Background: an optimization exercise with open tools, aiming at small area, a short achievable clock period and few clock cycles. Do not read the settings as production practice. Power is estimated from default activity; no workload was simulated.

==> run a: inputs <==
// JAM
module JAM (
    input CLK,
    input RST,
    output [3:0] MatchCount,
    output [9:0] MinCost,
    output       Valid,
    output [2:0] W,
    output [2:0] J,
    input  [6:0] Cost
);
localparam ST_SCAN = 2'd0;
localparam ST_Z    = 2'd1;
localparam ST_FIN  = 2'd2;
localparam ST_DONE = 2'd3;
integer k;
reg [1:0] st;
reg [6:0] cnt;
reg [2:0] rc;           
reg [2:0] jr;           
reg [2:0] wr;           
reg [2:0] r;            
reg       first;        
reg       pend;         
reg       pe;           
reg [6:0] dsum;         
reg [6:0] delta;        
reg [8:0] kofs;         
reg [9:0] xh;           
reg [6:0] cost_r;
reg [7:0] dmin;
reg [2:0] j1, j0, p1;
reg       m1;
reg       aact, afirst;
reg [2:0] ac;
reg [9:0] mincost;
reg       valid;
reg [6:0] uz;
reg [3:0] nrdy;
reg [2:0] lvl;
reg [3:0] ds;
reg [7:0] dused;
reg [20:0] dch;
reg [3:0] dcnt;
reg [55:0] cNV;    
reg [63:0] cM;     
reg [23:0] cW;     
reg [7:0]  cU;     
reg [23:0] cP;     
reg [7:0]  cMt;    
reg [55:0] rU;     
reg [7:0]  rV;     
assign MatchCount = dcnt;
assign MinCost    = mincost;
assign Valid      = valid;
assign W          = wr;
assign J          = jr;
wire scan = (st == ST_SCAN);
wire zp   = (st == ST_Z);
wire hold1 = scan && (cnt == 7'd1) && aact && !adone;
wire s_ent  = scan && ((cnt >= 7'd2 && cnt <= 7'd8) || (cnt == 7'd1 && !hold1));
wire s_proc = scan && (cnt >= 7'd2 && cnt <= 7'd9);
wire z_ent  = zp && (cnt >= 7'd1 && cnt <= 7'd64);
wire z_proc = zp && (cnt >= 7'd2 && cnt <= 7'd65);
wire force0 = s_ent && first && (wr == 3'd0);
wire [6:0] nv_e = force0 ? 7'd0 : (cNV[13:7] + (((s_ent || z_ent) && cU[1]) ? delta : 7'd0));
wire [6:0] u_e  = force0 ? 7'd0 : (rU[13:7]  + ((s_ent && rV[1]) ? delta : 7'd0));
wire [9:0] xh_e = {3'b000, nv_e} + {kofs[8], kofs};
wire [9:0] cand = {3'b000, cost_r} + xh;
wire [7:0] sat   = (cand[9] | cand[8]) ? 8'hFF : cand[7:0];
wire usedh = first ? 1'b0 : cU[0];
wire isj0  = !first && (rc == j0);
wire elig  = !usedh && !isj0;
wire [7:0] mold = first ? 8'hFF : cM[7:0];
wire better = elig && (sat < mold);
wire [7:0] mnew = better ? sat : mold;
wire [7:0] din  = (cnt == 7'd2) ? 8'hFF : dmin;
  ...
make LEC_CHECK=0 CAP_MARGIN=20 CORE_MARGIN=2 CORE_UTILIZATION=40 SLEW_MARGIN=20 finish   # period 7.0 ns
run.sh (not shown) runs the stock make flow with config.mk's settings and CLKGATE_MAP_FILE= SYNTH_SCRIPT=/design/flow/synth_recipe.tcl, a recipe that flattens the netlist after the stock synthesis.
==> run b: changes against run a <==
--- a/flow/design.v
+++ b/flow/design.v
@@ -25,15 +25,17 @@
 reg [6:0] dsum;         
 reg [6:0] delta;        
 reg [8:0] kofs;         
 reg [9:0] xh;           
 reg [6:0] cost_r;
 reg [7:0] dmin;
-reg [2:0] j1, j0, p1;
+reg [2:0] j1p, j0p, p1;    
+reg [2:0] wp;           
 reg       m1;
-reg       aact, afirst;
+reg       aact;
+reg [2:0] ar;            
 reg [2:0] ac;
 reg [9:0] mincost;
 reg       valid;
 reg [6:0] uz;
 reg [3:0] nrdy;
 reg [2:0] lvl;
@@ -42,84 +44,109 @@
 reg [20:0] dch;
 reg [3:0] dcnt;
 reg [55:0] cNV;    
 reg [63:0] cM;     
 reg [23:0] cW;     
 reg [7:0]  cU;     
+reg [7:0]  cPd;    
 reg [23:0] cP;     
 reg [7:0]  cMt;    
 reg [55:0] rU;     
 reg [7:0]  rV;     
+reg [7:0]  rPd;    
 assign MatchCount = dcnt;
 assign MinCost    = mincost;
 assign Valid      = valid;
 assign W          = wr;
 assign J          = jr;
 wire scan = (st == ST_SCAN);
 wire zp   = (st == ST_Z);
-wire hold1 = scan && (cnt == 7'd1) && aact && !adone;
-wire s_ent  = scan && ((cnt >= 7'd2 && cnt <= 7'd8) || (cnt == 7'd1 && !hold1));
+wire hold1 = scan && (cnt == 7'd1) && aact;
 wire s_proc = scan && (cnt >= 7'd2 && cnt <= 7'd9);
-wire z_ent  = zp && (cnt >= 7'd1 && cnt <= 7'd64);
+wire fclr = first && scan && (cnt >= 7'd1 && cnt <= 7'd8);   
 wire z_proc = zp && (cnt >= 7'd2 && cnt <= 7'd65);
-wire force0 = s_ent && first && (wr == 3'd0);
-wire [6:0] nv_e = force0 ? 7'd0 : (cNV[13:7] + (((s_ent || z_ent) && cU[1]) ? delta : 7'd0));
-wire [6:0] u_e  = force0 ? 7'd0 : (rU[13:7]  + ((s_ent && rV[1]) ? delta : 7'd0));
-wire [9:0] xh_e = {3'b000, nv_e} + {kofs[8], kofs};
+wire force0 = scan && (r == 3'd0) && !pend;
+wire [6:0] dsel = cPd[1] ? delta : 7'd0;
+wire [6:0] nv_e = force0 ? 7'd0 : (cNV[13:7] + dsel);
+wire [6:0] u_e  = force0 ? 7'd0 : (rU[13:7]  + (rPd[1] ? delta : 7'd0));
+wire [9:0] xa = force0 ? 10'd0 : {3'b000, cNV[13:7]};
+wire [9:0] xb = force0 ? 10'd0 : {3'b000, dsel};
+wire [9:0] xc = {kofs[8], kofs};
+wire [9:0] xh_e = (xa ^ xb ^ xc) + {((xa[8:0] & xb[8:0]) | (xa[8:0] & xc[8:0]) | (xb[8:0] & xc[8:0])), 1'b0};
 wire [9:0] cand = {3'b000, cost_r} + xh;
-wire [7:0] sat   = (cand[9] | cand[8]) ? 8'hFF : cand[7:0];
-wire usedh = first ? 1'b0 : cU[0];
-wire isj0  = !first && (rc == j0);
+wire usedh = cU[0];
+wire isj0  = !first && (j0p == 3'd0);
 wire elig  = !usedh && !isj0;
-wire [7:0] mold = first ? 8'hFF : cM[7:0];
-wire better = elig && (sat < mold);
-wire [7:0] mnew = better ? sat : mold;
-wire [7:0] din  = (cnt == 7'd2) ? 8'hFF : dmin;
-wire take = elig && (mnew < din);
+wire [7:0] mold = cM[7:0];
+wire [7:0] din  = dmin;
+function sgn3;
+    input [6:0] a;
+    input [9:0] b;
+    input [7:0] x;
+    reg [10:0] p, q, y, sm, cy;
+    begin
+        p = {4'b0000, a};
+        q = {b[9], b};
+        y = ~{3'b000, x};
+        sm = p ^ q ^ y;
+        cy = {((p[9:0] & q[9:0]) | (p[9:0] & y[9:0]) | (q[9:0] & y[9:0])), 1'b1};
+        sgn3 = (sm + cy) >> 10;
+    end
+endfunction
+wire c1 = sgn3(cost_r, xh, mold);
+wire c2 = sgn3(cost_r, xh, din);
+wire c3 = (mold < din);
+wire better = elig && c1;
+wire [7:0] mnew = better ? cand[7:0] : mold;
+wire take = elig && (c1 ? c2 : c3);
 wire [7:0] dmin_n = take ? mnew : din;
-wire [2:0] j1_n = take ? rc : j1;
 wire [2:0] p1_n = take ? cP[2:0] : p1;
 wire       m1_n = take ? cMt[0] : m1;
+wire [2:0] r1 = r + 3'd1;
+wire [2:0] wnx_t = cMt[0] ? cP[2:0] : r1;
+wire [2:0] wnx_f = m1 ? p1 : r1;
+wire [2:0] wnx = take ? wnx_t : wnx_f;
+wire [2:0] wpx_t = wnx_t - rc - 3'd1;
+wire [2:0] wpx_f = wnx_f - rc - 3'd1;
+wire [2:0] wpx = take ? wpx_t : wpx_f;
 wire [6:0] zc = cnt - 7'd2;
 wire zbit = (cand == {3'b000, uz});
 reg  [7:0] mz;
 always @(*) begin
     mz = cM[7:0];
     for (k = 0; k < 8; k = k + 1)
         if (zc[5:3] == k) mz[k] = zbit;
 end
 wire [7:0] cM_h = z_proc ? mz : s_proc ? mnew : cM[7:0];
 wire [2:0] cW_h = (s_proc && better) ? wr : cW[2:0];
 wire       cU_h = z_proc ? 1'b0 : s_proc ? (usedh | isj0) : cU[0];
-wire       rV_h = s_proc ? ((first ? 1'b0 : rV[0]) | (rc == wr)) : rV[0];
-wire [2:0] acol = afirst ? j1 : ac;
-wire [2:0] apos = acol - rc;
+wire       rV_h = s_proc ? (rV[0] | (wp == 3'd0)) : rV[0];
+wire [2:0] apos = ac;
 wire [2:0] rm1  = r - 3'd1;
 reg  [2:0] arw;
 reg  [2:0] aenc;
 always @(*) begin
     arw = 3'd0;
     for (k = 0; k < 8; k = k + 1)
         if (apos == k) arw = cW[3*k +: 3];
     aenc = 3'd0;
     for (k = 0; k < 8; k = k + 1)
         if (cMt[k] && (cP[3*k +: 3] == arw)) aenc = k;
 end
-wire adone = (arw == rm1);
+wire adone = (arw == ar);
 wire [2:0] awp = apos - 3'd1;    
-wire [6:0] zr = cnt - 7'd1;
-wire [2:0] usel = (zp ? zr[5:3] : wr) - rc;
+wire [2:0] usel = wp;
 reg [6:0] u_w;
 reg       v_w;
 always @(*) begin
     u_w = 7'd0;
     v_w = 1'b0;
     for (k = 0; k < 8; k = k + 1)
         if (usel == k) begin
             u_w = rU[7*k +: 7];
-            v_w = rV[k];
+            v_w = rPd[k];
         end
 end
 reg [7:0] zpos;
 always @(*) begin
     for (k = 0; k < 8; k = k + 1)
         zpos[k] = cM[8*k + lvl];
@@ -151,37 +178,51 @@
 wire ddesc = dhave && (lvl != 3'd7);
 wire dfin  = !ddesc && (lvl == 3'd0);
 always @(posedge CLK) begin
     cost_r <= Cost;
     xh <= xh_e;
     cNV <= {cNV[6:0], cNV[55:14], nv_e};
-    cM  <= {cM_h, cM[63:8]};
+    cM  <= {cM_h, cM[63:16], (fclr ? 8'hFF : cM[15:8])};
     cW  <= {cW_h, cW[23:3]};
-    cU  <= {cU_h, cU[7:1]};
+    cU  <= {cU_h, cU[7:2], (cU[1] & !fclr)};
     cP  <= {cP[2:0], cP[23:3]};
     if (aact) begin
         for (k = 0; k < 8; k = k + 1)
             if (awp == k) cP[3*k +: 3] <= arw;
     end
     rU <= {rU[6:0], rU[55:14], u_e};
-    rV <= {rV_h, rV[7:1]};
+    rV <= {rV_h, rV[7:2], (rV[1] & !fclr)};
+    if (pend) begin
+        cPd <= {cU[0], cU[7:1]};
+        rPd <= {rV[0], rV[7:1]};
+    end else begin
+        cPd <= {cPd[0], cPd[7:2], 1'b0};
+        rPd <= {rPd[0], rPd[7:2], 1'b0};
+    end
+    if (scan && cnt == 7'd1)
+        dmin <= 8'hFF;
     if (s_proc) begin
         dmin <= dmin_n;
-        j1 <= j1_n;
         p1 <= p1_n;
         m1 <= m1_n;
     end
-    if (pend) begin
+    if (s_proc && take)
+        j1p <= 3'd7;
+    else
+        j1p <= j1p - 3'd1;
+    if (pend)
+        j0p <= j1p - 3'd1;
+    else
+        j0p <= j0p - 3'd1;
+    if (pend)
         delta <= dmin[6:0] - dsum;
-        j0 <= j1;
-    end
-    if (aact) begin
-        afirst <= 1'b0;
-        ac <= aenc + rc;
+    if (s_proc && cnt == 7'd9) begin
+        ac <= take ? 3'd7 : (j1p - 3'd1);
+        ar <= r;
     end else begin
-        afirst <= 1'b1;
+        ac <= aenc - 3'd1;
     end
     if (zp && zc[2:0] == 3'd7)
         uz <= u_w + (v_w ? delta : 7'd0);
     if (dgo) begin
         if (ddesc) begin
             for (k = 0; k < 7; k = k + 1)
@@ -193,12 +234,13 @@
     if (RST) begin
         st <= ST_SCAN;
         cnt <= 7'd0;
         rc <= 3'd0;
         jr <= 3'd2;
         wr <= 3'd0;
+        wp <= 3'd0;
         r <= 3'd0;
         first <= 1'b1;
         pend <= 1'b0;
         pe <= 1'b0;
         dsum <= 7'd0;
         kofs <= 9'd0;
@@ -210,23 +252,29 @@
         lvl <= 3'd0;
         ds <= 4'hF;
         dused <= 8'd0;
         dcnt <= 4'd0;
     end else begin
         rc <= rc + 3'd1;
+        wp <= wp - 3'd1;
         jr <= jr + 3'd1;
         pend <= 1'b0;
         cMt <= {cMt[0], cMt[7:1]};
         if (aact) begin
             for (k = 0; k < 8; k = k + 1)
                 if (awp == k) cMt[k] <= 1'b1;
             if (adone)
                 aact <= 1'b0;
         end
         if (pend) begin
             if (pe) begin
+                if (r == 3'd7) begin
+                    st <= ST_Z;
+                    cnt <= 7'd1;
+                end
+                r <= r1;
                 dsum <= 7'd0;
                 kofs <= 9'd0;
                 first <= 1'b1;
                 mincost <= mincost + dmin[6:0];
             end else begin
                 dsum <= dmin[6:0];
@@ -237,28 +285,23 @@
         case (st)
             ST_SCAN: begin
                 if (cnt == 7'd9) begin
                     pend <= 1'b1;
                     pe <= !m1_n;
                     cnt <= 7'd0;
-                    if (m1_n) begin
-                        wr <= p1_n;
-                    end else if (r == 3'd7) begin
-                        st <= ST_Z;
-                        wr <= 3'd0;
-                    end else begin
+                    wr <= wnx;
+                    wp <= wpx;
+                    if (!m1_n && r != 3'd7)
                         aact <= 1'b1;
-                        r <= r + 3'd1;
-                        wr <= r + 3'd1;
-                    end
                 end else if (!hold1) begin
                     cnt <= cnt + 7'd1;
                 end
             end
             ST_Z: begin
                 wr <= cnt[5:3] + {2'b00, (cnt[2:0] == 3'd7)};
+                if (cnt[2:0] == 3'd7) wp <= wp;
                 if (cnt >= 7'd9 && cnt[2:0] == 3'd1)
                     nrdy <= nrdy + 4'd1;
                 if (cnt == 7'd65)
                     st <= ST_FIN;
                 cnt <= cnt + 7'd1;
             end
SETUP_SLACK_MARGIN = 4.0   (was not set)
==> run c: changes against run a <==
--- a/flow/design.v
+++ b/flow/design.v
@@ -25,15 +25,17 @@
 reg [6:0] dsum;         
 reg [6:0] delta;        
 reg [8:0] kofs;         
 reg [9:0] xh;           
 reg [6:0] cost_r;
 reg [7:0] dmin;
-reg [2:0] j1, j0, p1;
+reg [2:0] j1p, j0p, p1;    
+reg [2:0] wp;           
 reg       m1;
-reg       aact, afirst;
+reg       aact;
+reg [2:0] ar;            
 reg [2:0] ac;
 reg [9:0] mincost;
 reg       valid;
 reg [6:0] uz;
 reg [3:0] nrdy;
 reg [2:0] lvl;
@@ -42,84 +44,109 @@
 reg [20:0] dch;
 reg [3:0] dcnt;
 reg [55:0] cNV;    
 reg [63:0] cM;     
 reg [23:0] cW;     
 reg [7:0]  cU;     
+reg [7:0]  cPd;    
 reg [23:0] cP;     
 reg [7:0]  cMt;    
 reg [55:0] rU;     
 reg [7:0]  rV;     
+reg [7:0]  rPd;    
 assign MatchCount = dcnt;
 assign MinCost    = mincost;
 assign Valid      = valid;
 assign W          = wr;
 assign J          = jr;
 wire scan = (st == ST_SCAN);
 wire zp   = (st == ST_Z);
-wire hold1 = scan && (cnt == 7'd1) && aact && !adone;
-wire s_ent  = scan && ((cnt >= 7'd2 && cnt <= 7'd8) || (cnt == 7'd1 && !hold1));
+wire hold1 = scan && (cnt == 7'd1) && aact;
 wire s_proc = scan && (cnt >= 7'd2 && cnt <= 7'd9);
-wire z_ent  = zp && (cnt >= 7'd1 && cnt <= 7'd64);
+wire fclr = first && scan && (cnt >= 7'd1 && cnt <= 7'd8);   
 wire z_proc = zp && (cnt >= 7'd2 && cnt <= 7'd65);
-wire force0 = s_ent && first && (wr == 3'd0);
-wire [6:0] nv_e = force0 ? 7'd0 : (cNV[13:7] + (((s_ent || z_ent) && cU[1]) ? delta : 7'd0));
-wire [6:0] u_e  = force0 ? 7'd0 : (rU[13:7]  + ((s_ent && rV[1]) ? delta : 7'd0));
-wire [9:0] xh_e = {3'b000, nv_e} + {kofs[8], kofs};
+wire force0 = scan && (r == 3'd0) && !pend;
+wire [6:0] dsel = cPd[1] ? delta : 7'd0;
+wire [6:0] nv_e = force0 ? 7'd0 : (cNV[13:7] + dsel);
+wire [6:0] u_e  = force0 ? 7'd0 : (rU[13:7]  + (rPd[1] ? delta : 7'd0));
+wire [9:0] xa = force0 ? 10'd0 : {3'b000, cNV[13:7]};
+wire [9:0] xb = force0 ? 10'd0 : {3'b000, dsel};
+wire [9:0] xc = {kofs[8], kofs};
+wire [9:0] xh_e = (xa ^ xb ^ xc) + {((xa[8:0] & xb[8:0]) | (xa[8:0] & xc[8:0]) | (xb[8:0] & xc[8:0])), 1'b0};
 wire [9:0] cand = {3'b000, cost_r} + xh;
-wire [7:0] sat   = (cand[9] | cand[8]) ? 8'hFF : cand[7:0];
-wire usedh = first ? 1'b0 : cU[0];
-wire isj0  = !first && (rc == j0);
+wire usedh = cU[0];
+wire isj0  = !first && (j0p == 3'd0);
 wire elig  = !usedh && !isj0;
-wire [7:0] mold = first ? 8'hFF : cM[7:0];
-wire better = elig && (sat < mold);
-wire [7:0] mnew = better ? sat : mold;
-wire [7:0] din  = (cnt == 7'd2) ? 8'hFF : dmin;
-wire take = elig && (mnew < din);
+wire [7:0] mold = cM[7:0];
+wire [7:0] din  = dmin;
+function sgn3;
+    input [6:0] a;
+    input [9:0] b;
+    input [7:0] x;
+    reg [10:0] p, q, y, sm, cy;
+    begin
+        p = {4'b0000, a};
+        q = {b[9], b};
+        y = ~{3'b000, x};
+        sm = p ^ q ^ y;
+        cy = {((p[9:0] & q[9:0]) | (p[9:0] & y[9:0]) | (q[9:0] & y[9:0])), 1'b1};
+        sgn3 = (sm + cy) >> 10;
+    end
+endfunction
+wire c1 = sgn3(cost_r, xh, mold);
+wire c2 = sgn3(cost_r, xh, din);
+wire c3 = (mold < din);
+wire better = elig && c1;
+wire [7:0] mnew = better ? cand[7:0] : mold;
+wire take = elig && (c1 ? c2 : c3);
 wire [7:0] dmin_n = take ? mnew : din;
-wire [2:0] j1_n = take ? rc : j1;
 wire [2:0] p1_n = take ? cP[2:0] : p1;
 wire       m1_n = take ? cMt[0] : m1;
+wire [2:0] r1 = r + 3'd1;
+wire [2:0] wnx_t = cMt[0] ? cP[2:0] : r1;
+wire [2:0] wnx_f = m1 ? p1 : r1;
+wire [2:0] wnx = take ? wnx_t : wnx_f;
+wire [2:0] wpx_t = wnx_t - rc - 3'd1;
+wire [2:0] wpx_f = wnx_f - rc - 3'd1;
+wire [2:0] wpx = take ? wpx_t : wpx_f;
 wire [6:0] zc = cnt - 7'd2;
 wire zbit = (cand == {3'b000, uz});
 reg  [7:0] mz;
 always @(*) begin
     mz = cM[7:0];
     for (k = 0; k < 8; k = k + 1)
         if (zc[5:3] == k) mz[k] = zbit;
 end
 wire [7:0] cM_h = z_proc ? mz : s_proc ? mnew : cM[7:0];
 wire [2:0] cW_h = (s_proc && better) ? wr : cW[2:0];
 wire       cU_h = z_proc ? 1'b0 : s_proc ? (usedh | isj0) : cU[0];
-wire       rV_h = s_proc ? ((first ? 1'b0 : rV[0]) | (rc == wr)) : rV[0];
-wire [2:0] acol = afirst ? j1 : ac;
-wire [2:0] apos = acol - rc;
+wire       rV_h = s_proc ? (rV[0] | (wp == 3'd0)) : rV[0];
+wire [2:0] apos = ac;
 wire [2:0] rm1  = r - 3'd1;
 reg  [2:0] arw;
 reg  [2:0] aenc;
 always @(*) begin
     arw = 3'd0;
     for (k = 0; k < 8; k = k + 1)
         if (apos == k) arw = cW[3*k +: 3];
     aenc = 3'd0;
     for (k = 0; k < 8; k = k + 1)
         if (cMt[k] && (cP[3*k +: 3] == arw)) aenc = k;
 end
-wire adone = (arw == rm1);
+wire adone = (arw == ar);
 wire [2:0] awp = apos - 3'd1;    
-wire [6:0] zr = cnt - 7'd1;
-wire [2:0] usel = (zp ? zr[5:3] : wr) - rc;
+wire [2:0] usel = wp;
 reg [6:0] u_w;
 reg       v_w;
 always @(*) begin
     u_w = 7'd0;
     v_w = 1'b0;
     for (k = 0; k < 8; k = k + 1)
         if (usel == k) begin
             u_w = rU[7*k +: 7];
-            v_w = rV[k];
+            v_w = rPd[k];
         end
 end
 reg [7:0] zpos;
 always @(*) begin
     for (k = 0; k < 8; k = k + 1)
         zpos[k] = cM[8*k + lvl];
@@ -151,37 +178,51 @@
 wire ddesc = dhave && (lvl != 3'd7);
 wire dfin  = !ddesc && (lvl == 3'd0);
 always @(posedge CLK) begin
     cost_r <= Cost;
     xh <= xh_e;
     cNV <= {cNV[6:0], cNV[55:14], nv_e};
-    cM  <= {cM_h, cM[63:8]};
+    cM  <= {cM_h, cM[63:16], (fclr ? 8'hFF : cM[15:8])};
     cW  <= {cW_h, cW[23:3]};
-    cU  <= {cU_h, cU[7:1]};
+    cU  <= {cU_h, cU[7:2], (cU[1] & !fclr)};
     cP  <= {cP[2:0], cP[23:3]};
     if (aact) begin
         for (k = 0; k < 8; k = k + 1)
             if (awp == k) cP[3*k +: 3] <= arw;
     end
     rU <= {rU[6:0], rU[55:14], u_e};
-    rV <= {rV_h, rV[7:1]};
+    rV <= {rV_h, rV[7:2], (rV[1] & !fclr)};
+    if (pend) begin
+        cPd <= {cU[0], cU[7:1]};
+        rPd <= {rV[0], rV[7:1]};
+    end else begin
+        cPd <= {cPd[0], cPd[7:2], 1'b0};
+        rPd <= {rPd[0], rPd[7:2], 1'b0};
+    end
+    if (scan && cnt == 7'd1)
+        dmin <= 8'hFF;
     if (s_proc) begin
         dmin <= dmin_n;
-        j1 <= j1_n;
         p1 <= p1_n;
         m1 <= m1_n;
     end
-    if (pend) begin
+    if (s_proc && take)
+        j1p <= 3'd7;
+    else
+        j1p <= j1p - 3'd1;
+    if (pend)
+        j0p <= j1p - 3'd1;
+    else
+        j0p <= j0p - 3'd1;
+    if (pend)
         delta <= dmin[6:0] - dsum;
-        j0 <= j1;
-    end
-    if (aact) begin
-        afirst <= 1'b0;
-        ac <= aenc + rc;
+    if (s_proc && cnt == 7'd9) begin
+        ac <= take ? 3'd7 : (j1p - 3'd1);
+        ar <= r;
     end else begin
-        afirst <= 1'b1;
+        ac <= aenc - 3'd1;
     end
     if (zp && zc[2:0] == 3'd7)
         uz <= u_w + (v_w ? delta : 7'd0);
     if (dgo) begin
         if (ddesc) begin
             for (k = 0; k < 7; k = k + 1)
@@ -193,12 +234,13 @@
     if (RST) begin
         st <= ST_SCAN;
         cnt <= 7'd0;
         rc <= 3'd0;
         jr <= 3'd2;
         wr <= 3'd0;
+        wp <= 3'd0;
         r <= 3'd0;
         first <= 1'b1;
         pend <= 1'b0;
         pe <= 1'b0;
         dsum <= 7'd0;
         kofs <= 9'd0;
@@ -210,23 +252,29 @@
         lvl <= 3'd0;
         ds <= 4'hF;
         dused <= 8'd0;
         dcnt <= 4'd0;
     end else begin
         rc <= rc + 3'd1;
+        wp <= wp - 3'd1;
         jr <= jr + 3'd1;
         pend <= 1'b0;
         cMt <= {cMt[0], cMt[7:1]};
         if (aact) begin
             for (k = 0; k < 8; k = k + 1)
                 if (awp == k) cMt[k] <= 1'b1;
             if (adone)
                 aact <= 1'b0;
         end
         if (pend) begin
             if (pe) begin
+                if (r == 3'd7) begin
+                    st <= ST_Z;
+                    cnt <= 7'd1;
+                end
+                r <= r1;
                 dsum <= 7'd0;
                 kofs <= 9'd0;
                 first <= 1'b1;
                 mincost <= mincost + dmin[6:0];
             end else begin
                 dsum <= dmin[6:0];
@@ -237,28 +285,23 @@
         case (st)
             ST_SCAN: begin
                 if (cnt == 7'd9) begin
                     pend <= 1'b1;
                     pe <= !m1_n;
                     cnt <= 7'd0;
-                    if (m1_n) begin
-                        wr <= p1_n;
-                    end else if (r == 3'd7) begin
-                        st <= ST_Z;
-                        wr <= 3'd0;
-                    end else begin
+                    wr <= wnx;
+                    wp <= wpx;
+                    if (!m1_n && r != 3'd7)
                         aact <= 1'b1;
-                        r <= r + 3'd1;
-                        wr <= r + 3'd1;
-                    end
                 end else if (!hold1) begin
                     cnt <= cnt + 7'd1;
                 end
             end
             ST_Z: begin
                 wr <= cnt[5:3] + {2'b00, (cnt[2:0] == 3'd7)};
+                if (cnt[2:0] == 3'd7) wp <= wp;
                 if (cnt >= 7'd9 && cnt[2:0] == 3'd1)
                     nrdy <= nrdy + 4'd1;
                 if (cnt == 7'd65)
                     st <= ST_FIN;
                 cnt <= cnt + 7'd1;
             end
==> comparison table <==
| item | run c | run b | run a |
|---|---|---|---|
| Result of the run | timing/DRC/antenna clean | timing/DRC/antenna clean | timing/DRC/antenna clean |
| Max Clock Freq | 222.9 MHz | 299.9 MHz | 157.5 MHz |
| Worst Setup SP | xh[1]$_DFF_P_ | cM[5]$_SDFF_PP1_ | xh[0]$_DFF_P_ |
| Worst clock skew | 32.53 ps | 25.41 ps | 20.85 ps |
| Storage cell area | 9283 um2 | 9301 um2 | 8907 um2 |
| Non-filler instance count after layout | 2423 | 2518 | 2237 |
| Global routing met1 resource utilization | 24.22% | 24.79% | 23.53% |
| Average via count per standard cell | 5.062 | 5.155 | 5.182 |
| Number of clock buffers inserted by TritonCTS | 45 | 45 | 44 |
| Psw | 3.809 mW | 4.264 mW | 4.159 mW |
| Cell area after layout | 20970 um2 | 22880 um2 | 20000 um2 |
| Final critical-path required period | 4487 ps | 3335 ps | 6348 ps |
| Reg2Reg Capture Point | dmin[2]$_SDFFCE_PN1P_ | wp[2]$_DFFE_PP0P_ | r[2]$_DFFE_PP0P_ |
| Sequential logic power | 3.84 mW | 3.89 mW | 3.79 mW |
| Number of standard-cell rows in the floorplan | 78 | 78 | 76 |
| Area share of the largest cell type after synthesis | 30.47% | 30.47% | 29.24% |
| # Post-CTS Setup Buffers | 0 | 71 | 0 |
No functional check of the RTL was part of any run of this note.

==> port drivers added, routing unchanged <==
The flow's constraints put no driver on any port. The routed layouts listed below were extracted and timed again, unchanged, in two steps. Step 1 (the two cells are an assumption about what drives the block):
set clk [get_ports {CLK}]
set_driving_cell -lib_cell sky130_fd_sc_hd__clkbuf_16 $clk
set_driving_cell -lib_cell sky130_fd_sc_hd__buf_2 [delete_from_list [all_inputs] $clk]
Step 2, shift: input delay + t, output delay - t, t = (earliest + latest rising clock arrival at the registers) / 2. This alone moves slack from input paths to output paths. Three values: ideal, step 1, step 2; two values: the first two.
| run | t (ns) | slack for setup (ns) | clock arrival spread, ns | worst register clock-pin slew, ns |
|---|---|---|---|---|
| run a | 0.606 | 0.652 / 0.652 / 0.652 | 0.022 / 0.022 | 0.06 / 0.06 |
| run b | 0.614 | 3.665 / 3.665 / 3.665 | 0.026 / 0.026 | 0.06 / 0.06 |
| run c | 0.621 | 2.513 / 2.513 / 2.513 | 0.041 / 0.041 | 0.07 / 0.07 |
After both steps setup and hold are still met in every run listed.
